This is an optimization exercise on Yosys and OpenROAD, whose aim is small area, not a production implementation. Only simulation tests tie the RTL to the original design; equivalence was not proved. Power figures rest on the tool's default switching activity, not on a simulated workload.

==> flow/design.v (outline; a module is shown in full before it is edited, if it fits) <==
// module sc_mdarr: 2939 lines
// module sc_md: 30 lines
// module selevy_core: 153 lines
module selevy_core
(
    input  wire        CLK,
    input  wire        RST,
    output wire [31:0] imem_addr,
    input  wire [31:0] imem_rdata,
    output wire [31:0] dmem_addr,
    output wire        dmem_re,
    input  wire [31:0] dmem_rdata,
    output wire [ 3:0] dmem_we,
    output wire [31:0] dmem_wdata,
    output wire [ 3:0] out_ja1
);
  // ...
==> flow/run.sh <==
#!/bin/bash
# synth_recipe.tcl (not shown) runs the flow's synth.tcl, then flattens the netlist and writes it again
# the make line also repeats each setting of config.mk as NAME=value (left out here)
make -C /OpenROAD-flow-scripts/flow DESIGN_CONFIG=/design/flow/config.mk WORK_HOME=/design/flow/orfs CLKGATE_MAP_FILE= SYNTH_SCRIPT=/design/flow/synth_recipe.tcl finish
==> flow/config.mk <==
export PLATFORM = sky130hd
export DESIGN_NAME = selevy_core
export DESIGN_NICKNAME = selevy_core
export VERILOG_FILES = /design/flow/design.v
export SDC_FILE = /design/flow/constraint.sdc
export NUM_CORES = 4
export LEC_CHECK = 0
export ABC_AREA = 1
export CAP_MARGIN = 20
export CORE_MARGIN = 2
export CORE_UTILIZATION = 40
export SLEW_MARGIN = 20
==> flow/constraint.sdc <==
create_clock -name core_clock -period 190.0 [get_ports {CLK}]
set_input_delay 38.0000 -clock core_clock [delete_from_list [all_inputs] [get_ports {CLK}]]
set_output_delay 38.0000 -clock core_clock [all_outputs]
set_load 0.01 [all_outputs]
==> reports/summary.txt, run 1 <==
Crit-path max cell delay: 0.63 ns
Most frequent cell after synthesis: nand2_1
Final cell count without fillers: 15000
GRT Util Overall: 42.7%
Final setup vio count: 0
Final cycle utilization of the critical path: 94.7%
Post-DP Area: 0.0962 mm2
H-tree depth: 3
Max-slew headroom: 14.2%
Setup TNS: 0 ns
Crit path to: out_ja1[2]
Main synth FF type: edfxtp_1
Met2 WL: 210 mm
Share of the synthesized area in the top cell type: 35.4%
Status: no timing/DRC/antenna violations
Met3 usage: 13.2%
Clock tree buffer depth: 3
Fraction of area in registers: 31.7%
Core area: 0.222 mm2
Highest-count cells in the layout ignoring fill and taps: nand2_1 (3619), nor2_1 (1252), edfxtp_1 (1054)
Non-CTS buffers: 637
Compound-Gate Fraction of Synth Area: 10.8%
Yosys warning count: 1
Drt total wl: 506 mm
Register-to-Register Path Depth: 806
Setup crit end kind: output port
Post-synthesis mux area share: 0.0560%
WHS: 0.522 ns
Post-synthesis simple-gate area fraction: 31.7%
Reg clk slew, reported paths: 0.06 ns
==> module selevy_core, before the edit <==
module selevy_core
(
    input  wire        CLK,
    input  wire        RST,
    output wire [31:0] imem_addr,
    input  wire [31:0] imem_rdata,
    output wire [31:0] dmem_addr,
    output wire        dmem_re,
    input  wire [31:0] dmem_rdata,
    output wire [ 3:0] dmem_we,
    output wire [31:0] dmem_wdata,
    output wire [ 3:0] out_ja1
);
wire [31:0] ins = imem_rdata;
wire [ 6:0] opc = ins[6:0];
wire [ 2:0] f3  = ins[14:12];
wire [ 4:0] a1  = ins[19:15];
wire [ 4:0] a2  = ins[24:20];
wire [ 4:0] ad  = ins[11:7];
wire opL = (opc == 7'b0000011);
wire opI = (opc == 7'b0010011);
wire opS = (opc == 7'b0100011);
wire opR = (opc == 7'b0110011);
wire opB = (opc == 7'b1100011);
wire opY = (opc == 7'b1110011);
wire opX = ~(opL | opI | opS | opR | opB | opY);
wire mx    = ins[25];                  
wire base  = opI | (opR & ~mx);        
wire md    = opR & mx;
wire csr   = opY & (f3[1] | f3[0]);    
wire csrw  = opY & ~f3[1] & f3[0];     
wire legL  = ~f3[1] | (~f3[2] & ~f3[0]);
wire legS  = ~f3[2] & ~(f3[1] & f3[0]);
wire legB  = ~(f3[2] & f3[1]);
wire ecall = (ins[31:7] == 25'd0);
wire mret  = (ins[31:20] == 12'h302);
wire sys0  = opY & (f3 == 3'd0);
wire ill   = opX | (opL & ~legL) | (opS & ~legS) | (opB & ~legB)
           | (opY & (f3 == 3'd4)) | (sys0 & ~ecall & ~mret);
wire ecm   = sys0 & (ecall | mret);
reg  [31:0] rf [1:31];
reg  [31:0] r1, r2;
integer i;
always @(*) begin
    r1 = 32'd0;
    r2 = 32'd0;
    for (i = 1; i < 32; i = i + 1) begin
        r1 = r1 | ({32{a1 == i}} & rf[i]);
        r2 = r2 | ({32{a2 == i}} & rf[i]);
    end
end
reg  [31:2] pc;
reg  [31:2] mepc_r;
reg  [31:0] mtval_r;
reg         ca, cb;        
reg         mpp;           
wire isR  = ~ca &  cb;
wire is2  =  ca & ~cb;
wire is0  = ~ca & ~cb;
wire is11 =  ca &  cb;
wire [11:0] caddr = ins[31:20];
reg  [31:0] cval;
always @(*) begin
    case (caddr)
        12'h300: cval = {19'd0, mpp, mpp, 11'd0};
        12'h301: cval = 32'h7C001000;
        12'h341: cval = isR ? 32'd0 : {mepc_r, 2'b00};
        12'h342: cval = {isR, 27'd0, is11, 1'b0, ca, is11};
        12'h343: cval = is2 ? mtval_r : is0 ? {mepc_r, 2'b00} : 32'd0;
        default: cval = 32'd0;
    endcase
end
wire [31:0] immI = {ins[31], 20'd0, ins[30:20]};
wire [31:0] immS = {ins[31], 20'd0, ins[30:25], ins[11:7]};
wire [31:0] b    = (opI | opL) ? immI : opS ? immS : csr ? cval : r2;
wire sub = opB | (opR & ~mx & (f3 == 3'd0) & ins[30]) | (base & (f3[2:1] == 2'b01));
wire [32:0] sum = {1'b0, r1} + {1'b0, b ^ {32{sub}}} + {32'd0, sub};
wire sltu = ~sum[32];
wire slt  = (r1[31] ^ b[31]) ? r1[31] : sum[31];
wire [ 4:0] sh  = b[4:0];
wire [31:0] sll = r1 << sh;
wire [31:0] srx = $signed({ins[30] & r1[31], r1}) >>> sh;
reg [31:0] bres;
always @(*) begin
    case (f3)
        3'd0: bres = sum[31:0];
        3'd1: bres = sll;
        3'd2: bres = {31'd0, slt};
        3'd3: bres = {31'd0, sltu};
        3'd4: bres = r1 ^ b;
        3'd5: bres = srx;
        3'd6: bres = r1 | b;
        default: bres = r1 & b;
    endcase
end
wire [31:0] mres;
sc_md mdu (.r1(r1), .r2(r2), .f3(f3), .res(mres));
wire [31:0] ares = (opL | opS | opB) ? sum[31:0]
                 : base ? bres
                 : md   ? mres
                 : (csrw | opX) ? b
                 : r1 & b;
wire [31:0] md_ = dmem_rdata;
wire [31:0] ld = f3[1] ? md_
               : f3[0] ? {{16{~f3[2] & md_[15]}}, md_[15:0]}
               :         {{24{~f3[2] & md_[7]}},  md_[7:0]};
assign dmem_addr  = sum[31:0];
assign dmem_re    = opL & legL;
assign dmem_we    = ~opS ? 4'b0000
                  : (f3 == 3'd0) ? 4'b0001
                  : (f3 == 3'd1) ? 4'b0011
                  : (f3 == 3'd2) ? 4'b1111 : 4'b0000;
assign dmem_wdata = {r2[7:0], r2[15:8],
                     f3[1] ? r2[23:16] : r2[7:0],
                     f3[1] ? r2[31:24] : f3[0] ? r2[15:8] : r2[7:0]};
assign out_ja1    = ares[3:0];
wire [31:0] wdat  = opL ? ld : ares;
wire        rf_we = ((opL & legL) | opI | opR | csr) & (ad != 5'd0);
always @(posedge CLK) begin
    if (rf_we) rf[ad] <= wdat;
end
wire eq = (sum[31:0] == 32'd0);
reg  tk;
always @(*) begin
    case (f3)
        3'd0: tk = eq;
        3'd1: tk = ~eq;
        3'd3, 3'd5: tk = 1'b1;
        default: tk = 1'b0;
    endcase
end
wire brt = opB & tk;
wire mis = brt & ins[8];
wire exc = ill | mis | ecm;
wire [31:2] immB = {ins[31], 19'd0, ins[7], ins[30:25], ins[11:9]};
wire [31:2] pinc = pc + (brt ? immB : 30'd1);
always @(posedge CLK) begin
    if (RST | exc) pc <= 30'd0;
    else           pc <= pinc;
    if (exc)        mepc_r  <= pc;
    if (exc & ill)  mtval_r <= ins;
    if (RST) begin
        ca  <= 1'b0;
        cb  <= 1'b1;
        mpp <= 1'b0;
    end else if (exc) begin
        ca  <= ill | ~mis;
        cb  <= ~ill & ~mis;
        mpp <= 1'b1;
    end
end
assign imem_addr = {pc, 2'b00};
endmodule
==> inputs of run 2 (changes only) <==
--- a/flow/design.v
+++ b/flow/design.v
@@ -47,150 +47,126 @@
 wire [3:0] y3 = z[3:0] & {4{e[28]}};
 wire [3:0] r3;
 wire [3:0] p3;
 assign p3[0] = x3_0 ^ y3[0];
 assign p3[1] = r2[0] ^ y3[1];
 assign p3[2] = r2[1] ^ y3[2];
 assign p3[3] = r2[2] ^ y3[3];
 wire c3_g1 = (r2[0] & y3[1]) | (p3[1] & ((x3_0 & y3[0]) | (p3[0] & dv)));
-wire c3_g2 = (r2[2] & y3[3]) | (p3[3] & (r2[1] & y3[2]));
-wire c3_p3 = p3[3] & p3[2];
-wire c3_g4 = (r2[1] & y3[2]) | (p3[2] & c3_g1);
-wire c3_g5 = c3_g2 | (c3_p3 & c3_g1);
-wire q3 = c3_g5 & hz[4];
+wire c3_g2 = (r2[1] & y3[2]) | (p3[2] & c3_g1);
+wire c3_g3 = (r2[2] & y3[3]) | (p3[3] & c3_g2);
+wire q3 = c3_g3 & hz[4];
 wire s3 = q3 | ~dv;
 assign r3[0] = s3 ? (p3[0] ^ dv) : x3_0;
 assign r3[1] = s3 ? (p3[1] ^ ((x3_0 & y3[0]) | (p3[0] & dv))) : r2[0];
 assign r3[2] = s3 ? (p3[2] ^ c3_g1) : r2[1];
-assign r3[3] = s3 ? (p3[3] ^ c3_g4) : r2[2];
+assign r3[3] = s3 ? (p3[3] ^ c3_g2) : r2[2];
 assign q[28] = q3;
 wire x4_0 = dv & a[27];
 wire [4:0] y4 = z[4:0] & {5{e[27]}};
 wire [4:0] r4;
 wire [4:0] p4;
 assign p4[0] = x4_0 ^ y4[0];
 assign p4[1] = r3[0] ^ y4[1];
 assign p4[2] = r3[1] ^ y4[2];
 assign p4[3] = r3[2] ^ y4[3];
 assign p4[4] = r3[3] ^ y4[4];
 wire c4_g1 = (r3[0] & y4[1]) | (p4[1] & ((x4_0 & y4[0]) | (p4[0] & dv)));
-wire c4_g2 = (r3[2] & y4[3]) | (p4[3] & (r3[1] & y4[2]));
-wire c4_p3 = p4[3] & p4[2];
-wire c4_g4 = (r3[1] & y4[2]) | (p4[2] & c4_g1);
-wire c4_g5 = c4_g2 | (c4_p3 & c4_g1);
-wire c4_g6 = (r3[3] & y4[4]) | (p4[4] & c4_g5);
-wire q4 = c4_g6 & hz[5];
+wire c4_g2 = (r3[1] & y4[2]) | (p4[2] & c4_g1);
+wire c4_g3 = (r3[2] & y4[3]) | (p4[3] & c4_g2);
+wire c4_g4 = (r3[3] & y4[4]) | (p4[4] & c4_g3);
+wire q4 = c4_g4 & hz[5];
 wire s4 = q4 | ~dv;
 assign r4[0] = s4 ? (p4[0] ^ dv) : x4_0;
 assign r4[1] = s4 ? (p4[1] ^ ((x4_0 & y4[0]) | (p4[0] & dv))) : r3[0];
 assign r4[2] = s4 ? (p4[2] ^ c4_g1) : r3[1];
-assign r4[3] = s4 ? (p4[3] ^ c4_g4) : r3[2];
-assign r4[4] = s4 ? (p4[4] ^ c4_g5) : r3[3];
+assign r4[3] = s4 ? (p4[3] ^ c4_g2) : r3[2];
+assign r4[4] = s4 ? (p4[4] ^ c4_g3) : r3[3];
 assign q[27] = q4;
 wire x5_0 = dv & a[26];
 wire [5:0] y5 = z[5:0] & {6{e[26]}};
 wire [5:0] r5;
 wire [5:0] p5;
 assign p5[0] = x5_0 ^ y5[0];
 assign p5[1] = r4[0] ^ y5[1];
 assign p5[2] = r4[1] ^ y5[2];
 assign p5[3] = r4[2] ^ y5[3];
 assign p5[4] = r4[3] ^ y5[4];
 assign p5[5] = r4[4] ^ y5[5];
 wire c5_g1 = (r4[0] & y5[1]) | (p5[1] & ((x5_0 & y5[0]) | (p5[0] & dv)));
-wire c5_g2 = (r4[2] & y5[3]) | (p5[3] & (r4[1] & y5[2]));
-wire c5_p3 = p5[3] & p5[2];
-wire c5_g4 = (r4[4] & y5[5]) | (p5[5] & (r4[3] & y5[4]));
-wire c5_p5 = p5[5] & p5[4];
-wire c5_g6 = (r4[1] & y5[2]) | (p5[2] & c5_g1);
-wire c5_g7 = c5_g2 | (c5_p3 & c5_g1);
-wire c5_g8 = (r4[3] & y5[4]) | (p5[4] & c5_g7);
-wire c5_g9 = c5_g4 | (c5_p5 & c5_g7);
-wire q5 = c5_g9 & hz[6];
+wire c5_g2 = (r4[1] & y5[2]) | (p5[2] & c5_g1);
+wire c5_g3 = (r4[2] & y5[3]) | (p5[3] & c5_g2);
+wire c5_g4 = (r4[3] & y5[4]) | (p5[4] & c5_g3);
+wire c5_g5 = (r4[4] & y5[5]) | (p5[5] & c5_g4);
+wire q5 = c5_g5 & hz[6];
 wire s5 = q5 | ~dv;
 assign r5[0] = s5 ? (p5[0] ^ dv) : x5_0;
 assign r5[1] = s5 ? (p5[1] ^ ((x5_0 & y5[0]) | (p5[0] & dv))) : r4[0];
 assign r5[2] = s5 ? (p5[2] ^ c5_g1) : r4[1];
-assign r5[3] = s5 ? (p5[3] ^ c5_g6) : r4[2];
-assign r5[4] = s5 ? (p5[4] ^ c5_g7) : r4[3];
-assign r5[5] = s5 ? (p5[5] ^ c5_g8) : r4[4];
+assign r5[3] = s5 ? (p5[3] ^ c5_g2) : r4[2];
+assign r5[4] = s5 ? (p5[4] ^ c5_g3) : r4[3];
+assign r5[5] = s5 ? (p5[5] ^ c5_g4) : r4[4];
 assign q[26] = q5;
 wire x6_0 = dv & a[25];
 wire [6:0] y6 = z[6:0] & {7{e[25]}};
 wire [6:0] r6;
 wire [6:0] p6;
 assign p6[0] = x6_0 ^ y6[0];
 assign p6[1] = r5[0] ^ y6[1];
 assign p6[2] = r5[1] ^ y6[2];
 assign p6[3] = r5[2] ^ y6[3];
 assign p6[4] = r5[3] ^ y6[4];
 assign p6[5] = r5[4] ^ y6[5];
 assign p6[6] = r5[5] ^ y6[6];
 wire c6_g1 = (r5[0] & y6[1]) | (p6[1] & ((x6_0 & y6[0]) | (p6[0] & dv)));
-wire c6_g2 = (r5[2] & y6[3]) | (p6[3] & (r5[1] & y6[2]));
-wire c6_p3 = p6[3] & p6[2];
-wire c6_g4 = (r5[4] & y6[5]) | (p6[5] & (r5[3] & y6[4]));
-wire c6_p5 = p6[5] & p6[4];
-wire c6_g6 = (r5[1] & y6[2]) | (p6[2] & c6_g1);
-wire c6_g7 = c6_g2 | (c6_p3 & c6_g1);
-wire c6_g8 = (r5[5] & y6[6]) | (p6[6] & c6_g4);
-wire c6_p9 = p6[6] & c6_p5;
-wire c6_g10 = (r5[3] & y6[4]) | (p6[4] & c6_g7);
-wire c6_g11 = c6_g4 | (c6_p5 & c6_g7);
-wire c6_g12 = c6_g8 | (c6_p9 & c6_g7);
-wire q6 = c6_g12 & hz[7];
+wire c6_g2 = (r5[1] & y6[2]) | (p6[2] & c6_g1);
+wire c6_g3 = (r5[2] & y6[3]) | (p6[3] & c6_g2);
+wire c6_g4 = (r5[3] & y6[4]) | (p6[4] & c6_g3);
+wire c6_g5 = (r5[4] & y6[5]) | (p6[5] & c6_g4);
+wire c6_g6 = (r5[5] & y6[6]) | (p6[6] & c6_g5);
+wire q6 = c6_g6 & hz[7];
 wire s6 = q6 | ~dv;
 assign r6[0] = s6 ? (p6[0] ^ dv) : x6_0;
 assign r6[1] = s6 ? (p6[1] ^ ((x6_0 & y6[0]) | (p6[0] & dv))) : r5[0];
 assign r6[2] = s6 ? (p6[2] ^ c6_g1) : r5[1];
-assign r6[3] = s6 ? (p6[3] ^ c6_g6) : r5[2];
-assign r6[4] = s6 ? (p6[4] ^ c6_g7) : r5[3];
-assign r6[5] = s6 ? (p6[5] ^ c6_g10) : r5[4];
-assign r6[6] = s6 ? (p6[6] ^ c6_g11) : r5[5];
+assign r6[3] = s6 ? (p6[3] ^ c6_g2) : r5[2];
+assign r6[4] = s6 ? (p6[4] ^ c6_g3) : r5[3];
+assign r6[5] = s6 ? (p6[5] ^ c6_g4) : r5[4];
+assign r6[6] = s6 ? (p6[6] ^ c6_g5) : r5[5];
 assign q[25] = q6;
 wire x7_0 = dv & a[24];
 wire [7:0] y7 = z[7:0] & {8{e[24]}};
 wire [7:0] r7;
 wire [7:0] p7;
 assign p7[0] = x7_0 ^ y7[0];
 assign p7[1] = r6[0] ^ y7[1];
 assign p7[2] = r6[1] ^ y7[2];
 assign p7[3] = r6[2] ^ y7[3];
 assign p7[4] = r6[3] ^ y7[4];
 assign p7[5] = r6[4] ^ y7[5];
 assign p7[6] = r6[5] ^ y7[6];
 assign p7[7] = r6[6] ^ y7[7];
 wire c7_g1 = (r6[0] & y7[1]) | (p7[1] & ((x7_0 & y7[0]) | (p7[0] & dv)));
-wire c7_g2 = (r6[2] & y7[3]) | (p7[3] & (r6[1] & y7[2]));
-wire c7_p3 = p7[3] & p7[2];
-wire c7_g4 = (r6[4] & y7[5]) | (p7[5] & (r6[3] & y7[4]));
-wire c7_p5 = p7[5] & p7[4];
-wire c7_g6 = (r6[6] & y7[7]) | (p7[7] & (r6[5] & y7[6]));
-wire c7_p7 = p7[7] & p7[6];
-wire c7_g8 = (r6[1] & y7[2]) | (p7[2] & c7_g1);
-wire c7_g9 = c7_g2 | (c7_p3 & c7_g1);
-wire c7_g10 = (r6[5] & y7[6]) | (p7[6] & c7_g4);
-wire c7_p11 = p7[6] & c7_p5;
-wire c7_g12 = c7_g6 | (c7_p7 & c7_g4);
-wire c7_p13 = c7_p7 & c7_p5;
-wire c7_g14 = (r6[3] & y7[4]) | (p7[4] & c7_g9);
-wire c7_g15 = c7_g4 | (c7_p5 & c7_g9);
-wire c7_g16 = c7_g10 | (c7_p11 & c7_g9);
-wire c7_g17 = c7_g12 | (c7_p13 & c7_g9);
-wire q7 = c7_g17 & hz[8];
+wire c7_g2 = (r6[1] & y7[2]) | (p7[2] & c7_g1);
+wire c7_g3 = (r6[2] & y7[3]) | (p7[3] & c7_g2);
+wire c7_g4 = (r6[3] & y7[4]) | (p7[4] & c7_g3);
+wire c7_g5 = (r6[4] & y7[5]) | (p7[5] & c7_g4);
+wire c7_g6 = (r6[5] & y7[6]) | (p7[6] & c7_g5);
+wire c7_g7 = (r6[6] & y7[7]) | (p7[7] & c7_g6);
+wire q7 = c7_g7 & hz[8];
 wire s7 = q7 | ~dv;
 assign r7[0] = s7 ? (p7[0] ^ dv) : x7_0;
 assign r7[1] = s7 ? (p7[1] ^ ((x7_0 & y7[0]) | (p7[0] & dv))) : r6[0];
 assign r7[2] = s7 ? (p7[2] ^ c7_g1) : r6[1];
-assign r7[3] = s7 ? (p7[3] ^ c7_g8) : r6[2];
-assign r7[4] = s7 ? (p7[4] ^ c7_g9) : r6[3];
-assign r7[5] = s7 ? (p7[5] ^ c7_g14) : r6[4];
-assign r7[6] = s7 ? (p7[6] ^ c7_g15) : r6[5];
-assign r7[7] = s7 ? (p7[7] ^ c7_g16) : r6[6];
+assign r7[3] = s7 ? (p7[3] ^ c7_g2) : r6[2];
+assign r7[4] = s7 ? (p7[4] ^ c7_g3) : r6[3];
+assign r7[5] = s7 ? (p7[5] ^ c7_g4) : r6[4];
+assign r7[6] = s7 ? (p7[6] ^ c7_g5) : r6[5];
+assign r7[7] = s7 ? (p7[7] ^ c7_g6) : r6[6];
 assign q[24] = q7;
 wire x8_0 = dv & a[23];
 wire [8:0] y8 = z[8:0] & {9{e[23]}};
 wire [8:0] r8;
 wire [8:0] p8;
 assign p8[0] = x8_0 ^ y8[0];
 assign p8[1] = r7[0] ^ y8[1];
 assign p8[2] = r7[1] ^ y8[2];
@@ -2932,45 +2908,123 @@
 assign r31[27] = s31 ? (p31[27] ^ c31_g124) : r30[26];
 assign r31[28] = s31 ? (p31[28] ^ c31_g125) : r30[27];
 assign r31[29] = s31 ? (p31[29] ^ c31_g126) : r30[28];
 assign r31[30] = s31 ? (p31[30] ^ c31_g127) : r30[29];
 assign r31[31] = s31 ? (p31[31] ^ c31_g128) : r30[30];
 assign q[0] = q31;
 assign r = r31;
 endmodule
-module sc_md (
+module sc_dec (
+    input  wire [ 4:0] a,
+    output wire [31:0] s
+);
+genvar i;
+generate
+for (i = 0; i < 32; i = i + 1) begin : g
+    assign s[i] = (a == i);
+end
+endgenerate
+endmodule
+module sc_rdm (
+    input  wire [  31:1] s,
+    input  wire [32*31-1:0] d,
+    output reg  [  31:0] o
+);
+integer i;
+always @(*) begin
+    o = 32'd0;
+    for (i = 1; i < 32; i = i + 1)
+        o = o | ({32{s[i]}} & d[32*(i-1) +: 32]);
+end
+endmodule
+module sc_neg #(parameter FAST = 0) (
+    input  wire [31:0] x,
+    input  wire        n,
+    output wire [31:0] y
+);
+wire [31:0] o;           
+assign o[0] = 1'b0;
+genvar i, l;
+generate
+if (FAST) begin : g_fast
+    wire [30:0] lv [0:5];
+    assign lv[0] = x[30:0];
+    for (l = 0; l < 5; l = l + 1) begin : g_l
+        for (i = 0; i < 31; i = i + 1) begin : g_i
+            if (((i >> l) & 1) == 1) begin : g_m
+                assign lv[l+1][i] = lv[l][i] | lv[l][((i >> l) << l) - 1];
+            end else begin : g_k
+                assign lv[l+1][i] = lv[l][i];
+            end
+        end
+    end
+    assign o[31:1] = lv[5];
+end else begin : g_slow
+    for (i = 1; i < 32; i = i + 1) begin : g_i
+        assign o[i] = o[i-1] | x[i-1];
+    end
+end
+endgenerate
+assign y = x ^ ({32{n}} & o);
+endmodule
+module sc_mds (
     input  wire [31:0] r1,
     input  wire [31:0] r2,
+    input  wire [ 4:0] shamt,
     input  wire [ 2:0] f3,
+    input  wire        dv,
+    input  wire        sh,
+    input  wire        shr,
+    input  wire        sra,
     output wire [31:0] res
 );
-wire        dv  = f3[2];
 wire        dsg = ~f3[0];
-wire        na  = dsg & r1[31];
-wire        nd  = dsg & r2[31];
-wire [31:0] ua  = na ? -r1 : r1;
-wire [31:0] ud  = nd ? -r2 : r2;
+wire        na  = dv & dsg & r1[31];
+wire        nd  = dv & dsg & r2[31];
+wire [31:0] ua, ud;
+sc_neg #(.FAST(1)) nega (.x(r1), .n(na), .y(ua));
+sc_neg #(.FAST(1)) negd (.x(r2), .n(nd), .y(ud));
 wire [32:0] hz;
 assign hz[32] = 1'b1;
+wire [31:0] h;           
+wire [31:0] r1r;         
+wire [31:0] mask;        
+assign mask[0] = 1'b0;
 genvar k;
 generate
 for (k = 31; k >= 0; k = k - 1) begin : g_hz
     assign hz[k] = hz[k+1] & ~ud[k];
 end
+for (k = 0; k < 32; k = k + 1) begin : g_h
+    assign h[k]   = (shamt == k);
+    assign r1r[k] = r1[31-k];
+end
+for (k = 1; k < 32; k = k + 1) begin : g_m
+    assign mask[k] = mask[k-1] | h[32-k];
+end
 endgenerate
-wire [31:0] z = dv ? ~ud : r1;
-wire [31:0] e = dv ? 32'hFFFFFFFF : r2;
+wire [31:0] zm = shr ? r1r : r1;
+wire [31:0] z  = dv ? ~ud : zm;
+wire [31:0] e  = dv ? 32'hFFFFFFFF : sh ? h : r2;
 wire [31:0] q, r;
 sc_mdarr arr (.dv(dv), .a(ua), .z(z), .e(e), .hz(hz[31:0]), .q(q), .r(r));
+wire [31:0] rr;
+generate
+for (k = 0; k < 32; k = k + 1) begin : g_rr
+    assign rr[k] = r[31-k];
+end
+endgenerate
+wire [31:0] sres = shr ? (rr | ({32{sra & r1[31]}} & mask)) : r;
 wire        isrem = f3[1];
 wire [31:0] dsel = isrem ? r : q;
 wire        dneg = isrem ? na : ((na ^ nd) & ~hz[0]);
-wire [31:0] dres = dneg ? -dsel : dsel;
-assign res = ~dv ? ((f3[1] | f3[0]) ? {r[31:16], 16'd0} : r) : dres;
+wire [31:0] dres;
+sc_neg #(.FAST(0)) nego (.x(dsel), .n(dneg), .y(dres));
+assign res = dv ? dres : sh ? sres : (f3[1] | f3[0]) ? {r[31:16], 16'd0} : r;
 endmodule
 module selevy_core
 (
     input  wire        CLK,
     input  wire        RST,
     output wire [31:0] imem_addr,
     input  wire [31:0] imem_rdata,
     output wire [31:0] dmem_addr,
@@ -3003,26 +3057,28 @@
 wire legB  = ~(f3[2] & f3[1]);
 wire ecall = (ins[31:7] == 25'd0);
 wire mret  = (ins[31:20] == 12'h302);
 wire sys0  = opY & (f3 == 3'd0);
 wire ill   = opX | (opL & ~legL) | (opS & ~legS) | (opB & ~legB)
            | (opY & (f3 == 3'd4)) | (sys0 & ~ecall & ~mret);
 wire ecm   = sys0 & (ecall | mret);
 reg  [31:0] rf [1:31];
-reg  [31:0] r1, r2;
-integer i;
-always @(*) begin
-    r1 = 32'd0;
-    r2 = 32'd0;
-    for (i = 1; i < 32; i = i + 1) begin
-        r1 = r1 | ({32{a1 == i}} & rf[i]);
-        r2 = r2 | ({32{a2 == i}} & rf[i]);
-    end
+wire [32*31-1:0] rfl;
+genvar gi;
+generate
+for (gi = 1; gi < 32; gi = gi + 1) begin : g_rfl
+    assign rfl[32*(gi-1) +: 32] = rf[gi];
 end
+endgenerate
+wire [31:0] s1, s2, r1, r2;
+sc_dec  dec1 (.a(a1), .s(s1));
+sc_dec  dec2 (.a(a2), .s(s2));
+sc_rdm  rdm1 (.s(s1[31:1]), .d(rfl), .o(r1));
+sc_rdm  rdm2 (.s(s2[31:1]), .d(rfl), .o(r2));
 reg  [31:2] pc;
 reg  [31:2] mepc_r;
 reg  [31:0] mtval_r;
 reg         ca, cb;        
 reg         mpp;           
 wire isR  = ~ca &  cb;
 wire is2  =  ca & ~cb;
 wire is0  = ~ca & ~cb;
@@ -3038,76 +3094,97 @@
         12'h343: cval = is2 ? mtval_r : is0 ? {mepc_r, 2'b00} : 32'd0;
         default: cval = 32'd0;
     endcase
 end
 wire [31:0] immI = {ins[31], 20'd0, ins[30:20]};
 wire [31:0] immS = {ins[31], 20'd0, ins[30:25], ins[11:7]};
 wire [31:0] b    = (opI | opL) ? immI : opS ? immS : csr ? cval : r2;
 wire sub = opB | (opR & ~mx & (f3 == 3'd0) & ins[30]) | (base & (f3[2:1] == 2'b01));
-wire [32:0] sum = {1'b0, r1} + {1'b0, b ^ {32{sub}}} + {32'd0, sub};
-wire sltu = ~sum[32];
+wire [31:0] bb = b ^ {32{sub}};
+wire [32:0] cy;
+wire [31:0] sum;
+assign cy[0] = sub;
+genvar ai;
+generate
+for (ai = 0; ai < 32; ai = ai + 1) begin : g_add
+    assign sum[ai]  = r1[ai] ^ bb[ai] ^ cy[ai];
+    assign cy[ai+1] = (r1[ai] & bb[ai]) | (cy[ai] & (r1[ai] ^ bb[ai]));
+end
+endgenerate
+wire sltu = ~cy[32];
 wire slt  = (r1[31] ^ b[31]) ? r1[31] : sum[31];
-wire [ 4:0] sh  = b[4:0];
-wire [31:0] sll = r1 << sh;
-wire [31:0] srx = $signed({ins[30] & r1[31], r1}) >>> sh;
+wire        shf   = base & (f3[1:0] == 2'b01);     
+wire [ 4:0] shamt = opI ? ins[24:20] : r2[4:0];
+wire [31:0] mres;
+sc_mds mdu (.r1(r1), .r2(r2), .shamt(shamt), .f3(f3), .dv(md & f3[2]), .sh(shf),
+            .shr(f3[2]), .sra(ins[30]), .res(mres));
 reg [31:0] bres;
 always @(*) begin
     case (f3)
-        3'd0: bres = sum[31:0];
-        3'd1: bres = sll;
+        3'd0: bres = sum;
         3'd2: bres = {31'd0, slt};
         3'd3: bres = {31'd0, sltu};
         3'd4: bres = r1 ^ b;
-        3'd5: bres = srx;
         3'd6: bres = r1 | b;
         default: bres = r1 & b;
     endcase
 end
-wire [31:0] mres;
-sc_md mdu (.r1(r1), .r2(r2), .f3(f3), .res(mres));
-wire [31:0] ares = (opL | opS | opB) ? sum[31:0]
+wire [31:0] ares = (opL | opS | opB) ? sum
+                 : (md | shf) ? mres
                  : base ? bres
-                 : md   ? mres
                  : (csrw | opX) ? b
                  : r1 & b;
 wire [31:0] md_ = dmem_rdata;
 wire [31:0] ld = f3[1] ? md_
                : f3[0] ? {{16{~f3[2] & md_[15]}}, md_[15:0]}
                :         {{24{~f3[2] & md_[7]}},  md_[7:0]};
-assign dmem_addr  = sum[31:0];
+assign dmem_addr  = sum;
 assign dmem_re    = opL & legL;
 assign dmem_we    = ~opS ? 4'b0000
                   : (f3 == 3'd0) ? 4'b0001
                   : (f3 == 3'd1) ? 4'b0011
                   : (f3 == 3'd2) ? 4'b1111 : 4'b0000;
 assign dmem_wdata = {r2[7:0], r2[15:8],
                      f3[1] ? r2[23:16] : r2[7:0],
                      f3[1] ? r2[31:24] : f3[0] ? r2[15:8] : r2[7:0]};
 assign out_ja1    = ares[3:0];
 wire [31:0] wdat  = opL ? ld : ares;
 wire        rf_we = ((opL & legL) | opI | opR | csr) & (ad != 5'd0);
 always @(posedge CLK) begin
     if (rf_we) rf[ad] <= wdat;
 end
-wire eq = (sum[31:0] == 32'd0);
+wire eq = (sum == 32'd0);
 reg  tk;
 always @(*) begin
     case (f3)
         3'd0: tk = eq;
         3'd1: tk = ~eq;
         3'd3, 3'd5: tk = 1'b1;
         default: tk = 1'b0;
     endcase
 end
 wire brt = opB & tk;
 wire mis = brt & ins[8];
 wire exc = ill | mis | ecm;
 wire [31:2] immB = {ins[31], 19'd0, ins[7], ins[30:25], ins[11:9]};
-wire [31:2] pinc = pc + (brt ? immB : 30'd1);
+wire [31:2] pad = brt ? immB : 30'd1;
+wire [31:2] pinc;
+wire [31:2] pcy;
+generate
+for (ai = 2; ai < 32; ai = ai + 1) begin : g_pc
+    if (ai == 2) begin : g_0
+        assign pinc[ai] = pc[ai] ^ pad[ai];
+        assign pcy[ai]  = pc[ai] & pad[ai];
+    end else begin : g_n
+        assign pinc[ai] = pc[ai] ^ pad[ai] ^ pcy[ai-1];
+        assign pcy[ai]  = (pc[ai] & pad[ai]) | (pcy[ai-1] & (pc[ai] ^ pad[ai]));
+    end
+end
+endgenerate
 always @(posedge CLK) begin
     if (RST | exc) pc <= 30'd0;
     else           pc <= pinc;
     if (exc)        mepc_r  <= pc;
     if (exc & ill)  mtval_r <= ins;
     if (RST) begin
         ca  <= 1'b0;
         cb  <= 1'b1;
==> flow/config.mk (replaced) <==
export PLATFORM = sky130hd
export DESIGN_NAME = selevy_core
export DESIGN_NICKNAME = selevy_core
export VERILOG_FILES = /design/flow/design.v
export SDC_FILE = /design/flow/constraint.sdc
export NUM_CORES = 4
export LEC_CHECK = 0
export ABC_AREA = 1
export CAP_MARGIN = 20
export CORE_MARGIN = 2
export CORE_UTILIZATION = 55
export SLEW_MARGIN = 20
==> run 2 against run 1 <==
  * Utilization increased by 15 points
  * Non-clock buffer count fell by 180
  * Via count is 3.4% lower
  * Still clean on timing, DRC and antenna
  * Critical endpoint unchanged
==> reports/summary.txt, run 2 <==
Most common cell after layout, fill and taps aside: nand2_1 (unchanged)
Routed via count: 91300 (was 94500)
Slew Limit Fails: 0 (unchanged)
Flop+latch power: 307 uW (was 275 uW)
Clock tree buffer depth: 3 (unchanged)
Largest net degree at the start of global routing: 135 (was 109)
Gpl congestion: 1.08 (was 1.05)
Crit path DAT: 142.71 ns (was 141.97 ns)
Residual DRC count: 0 (unchanged)
Starting Density: 55.4% (was 40.2%)
Worst path slowest cell: buf_4 (was nor2_4)
CP Launch Point: imem_rdata[23] (was imem_rdata[21])
Die Ht: 404 um (was 477 um)
Mapped Cells: 11100 (was 11700)
Top cells by area, synth: edfxtp_1 (36%), nand2_1 (13%), ha_1 (7.5%) (was edfxtp_1 (35%), nand2_1 (15%), ha_1 (8.0%))
Crit path kind: in -> out (unchanged)
CTS tree: done (unchanged)
Area growth syn-to-layout: 9.79% (was 14.1%)
Levels on crit path: 703 (was 933)
Chip width: 404 um (was 477 um)
Core Util, Final: 60.8% (was 45.9%)
Synth area leader: edfxtp_1 (unchanged)
Post-synth top cells: nand2_1 (3130), nor2_1 (1231), edfxtp_1 (1054), nand3_1 (991), inv_1 (775) (was nand2_1 (3636), nor2_1 (1334), edfxtp_1 (1054), nand3_1 (954), inv_1 (710))
Crit-path max FO: 41 (was 44)
Register-to-Register Setup Slack: 83.40 ns (was 83.97 ns)
Slew at the pin closest to its max-slew limit: 1.28 ns (was 1.29 ns)
Reg clk slew, reported paths: 0.07 ns (was 0.06 ns)
Minimum clock period after layout: 180.71 ns (was 179.97 ns)
TritonCTS Buffers: 102 (was 116)
# Max-Cap Violations: 0 (unchanged)
Biggest registers after layout: rf (992), mtval_r (32) (unchanged)
F_max: 5.53 MHz (was 5.56 MHz)
GRT overflow: 0 (unchanged)
CTS Root Cell: clkbuf_16 (unchanged)
Internal power: 11800 uW (was 1160 uW)
Worst-Skew Late Latency: 0.78 ns (was 0.81 ns)
GRT Util Overall: 52.0% (was 42.7%)
Most common cell on crit path: nand2_1 (unchanged)
WHS: 0.465 ns (was 0.522 ns)
Worst hold path cell count: 0 (was 2)
Port Buffers: 168 (unchanged)
Cell Pwr Density: 327 mW/mm2 (was 24.3 mW/mm2)
First-pass GRT wire length: 605 mm (was 688 mm)
Crit path launch type: primary input (unchanged)
Hold Path End: mepc_r[18]$_DFFE_PP_ (was mpp$_SDFFE_PP0P_)
Hold_buf cts: 0 (unchanged)
Design area: 0.0964 mm2 (was 0.102 mm2)
Peak supply drop: 1.46 mV (was 0.0391 mV)
Via/cell ratio: 6.86 (was 6.29)
Syn avg cell area: 7.91 um2 (was 7.61 um2)
Clock Sink Count: 1087 (unchanged)
Leakage: 0.0419 uW (was 0.0449 uW)
Max-slew headroom: 13.9% (was 14.2%)
Syn Std Cell Area: 0.0878 mm2 (was 0.0894 mm2)
Row count: 146 (was 173)
Footprint of the multi-input gates: 0.0507 mm2 (was 0.0531 mm2)
Tot Pwr: 31600 uW (was 2470 uW)
WP data required: 152.00 ns (about the same)
Antenna violations before repair: 28 (unchanged)
Worst R2R End: rf[17][31]$_DFFE_PP_ (was rf[28][29]$_DFFE_PP_)
Sequential share of the synthesized area: 36.8% (was 36.1%)
Core area: 0.159 mm2 (was 0.222 mm2)
Number of global-route vias before repair: 85100 (was 87900)
I/O pin count: 171 (unchanged)
Clk power: 219 uW (was 245 uW)
Worst r2r src: rf[29][4]$_DFFE_PP_ (was rf[18][11]$_DFFE_PP_)
H-tree depth: 3 (unchanged)
Reg area: 0.0323 mm2 (unchanged)
Final setup vio count: 0 (unchanged)
Fin nets: 11900 (was 12700)
Yosys reg bits: 1087 (unchanged)
Top power group: combinational cells (unchanged)
Sw Ratio: 62.5% (was 53.3%)
Layout cells sized above 1: 9.38% (was 9.93%)
Crit path to: out_ja1[2] (unchanged)
Final cycle utilization of the critical path: 95.1% (was 94.7%)
DP HPWL: 289 mm (was 352 mm)
Register-to-Register Path Depth: 726 (was 806)
Share of the synthesized area in the top cell type: 36.0% (was 35.4%)
Startpoint of the worst hold path: pc[18]$_SDFF_PP0_ (was mpp$_SDFFE_PP0P_)
DRT iter0 DRCs: 17000 (was 15500)
Yosys warning count: 3 (was 1)
Clock Power Share: 0.7% (was 9.9%)
Sequential share of power: 1.0% (was 11.1%)
Max reg flops: 992 (unchanged)
Post-synth EDFFs: 1054 (unchanged)
Comb pwr: 31000 uW (was 1950 uW)
Highest-count cells in the layout ignoring fill and taps: nand2_1 (3110), nor2_1 (1175), edfxtp_1 (1054) (was nand2_1 (3619), nor2_1 (1252), edfxtp_1 (1054))
Reg with most FFs: rf (unchanged)
CP top delay family: simple AND/OR/NAND/NOR gates (unchanged)
Routed length per instance: 32.8 um (was 33.6 um)
First-pass iteration count of the detailed router: 13 (was 7)
Fin Clk Skew: 0.0505 ns (was 0.0925 ns)
Cell variety after synth: 77 (was 74)
Most frequent cell after synthesis: nand2_1 (unchanged)
Synth async-reset ratio: 0% (unchanged)
Setup crit end kind: output port (unchanged)
Fill cells: 14000 (was 22200)
Critical path buffer and inverter count: 50 (was 54)
Post-DP Area: 0.0922 mm2 (was 0.0962 mm2)
Die area: 0.163 mm2 (was 0.227 mm2)
Final hold violations: 0 (unchanged)
Comb pwr share: 98.3% (was 79.0%)
Switch Pwr: 19700 uW (was 1320 uW)
Status: no timing/DRC/antenna violations (unchanged)
Hold Crit Class: reg -> reg (unchanged)
Drt total wl: 436 mm (was 506 mm)
Main synth FF type: edfxtp_1 (unchanged)
Routed Antenna Nets: 0 (unchanged)
Crit-path max cell delay: 0.85 ns (was 0.63 ns)
-- run 2: cell count changes after synthesis, moves of 65 or more --
cell / previous run / this run
o21ai_0: 410 / 326
nor2_1: 1334 / 1231
xnor2_1: 267 / 181
inv_1: 710 / 775
nand2_1: 3636 / 3130
o21ai_1: 117 / 46
-- run 2: per-stage QoR --
step           instances  setup TNS [ns]  worst slack [ns]
3_3_place_gp       13000               0              5.09
2_1_floorplan      11100               0             28.08
5_1_grt            13300          -0.270            -0.168
6_report           13300               0              9.29
3_5_place_dp       13000               0              2.11
4_1_cts            13200               0              1.84
-- run 2: timing repair --
| action | CTS | global route |
|---|---|---|
| endpoints found under the setup margin | 0 | 4 |
| buffers inserted | 0 | 31 |
| resized for setup | 0 | 83 |
-- run 2: layout make-up --
cell class	count	share of cell area, %
repair inverters	8	0.0415
inverters	837	3.35
flip-flops and latches	1087	33.5
multi-input cells	8626	52.6
repair buffers	457	4.13
diodes	35	0.0908
clock inverters	73	0.862
well taps	2072	2.69
clock buffers	118	2.74
-- run 2: metal layers --
metal	vias to the layer above	share of wire, %	wire, um	GRT usage (%)
li1	37900	-	-	-
met1	41900	32	139000	59.5
met2	8599	40	175000	74.5
met3	2891	16	68400	20.7
met4	26	12	52300	46.6
met5	-	0.20	874	3.93
-- run 2: cells by family (layout without fill, tap and decap cells) --
group	after synthesis	count (layout)	synth area share, %
flip-flops	1087	1087	36.8
AND/OR/NAND/NOR	6231	6231	30.9
other	1	37	0.00427
AO/OA/AOI/OAI	1346	1347	10.1
XOR/XNOR	305	305	3.04
buffers and inverters	1392	1493	6.81
multiplexers	3	3	0.0342
adder cells (fa/ha/maj)	738	738	12.3

-- port drivers added, routing unchanged --
The flow's constraints put no driver on any port. The routed layouts listed below were extracted and timed again, unchanged, in two steps.
Step 1: set_driving_cell puts a clkbuf_16 on CLK and a buf_2 on each other input, an assumption about the parent block.
Step 2 also shifts input and output timing later by t, the mid clock arrival at the registers, as if the neighbouring blocks saw the same clock.
a / b / c = no drivers / after step 1 / after step 2; a / b = the first two.
| run | t (ns) | setup WS [ns] | worst setup path after step 2 | worst data-port slew with drivers (ns) |
|---|---|---|---|---|
| run 1 | 0.839 | 10.026 / 9.975 / 9.975 | input to output | 0.15 |
| run 2 | 0.833 | 9.295 / 9.233 / 9.233 | input to output | 0.09 |
After both steps setup and hold are still met in every run listed. For run 2, which loses most, drivers alone change the setup slack by -0.062 ns; drivers and shift together by -0.062 ns.
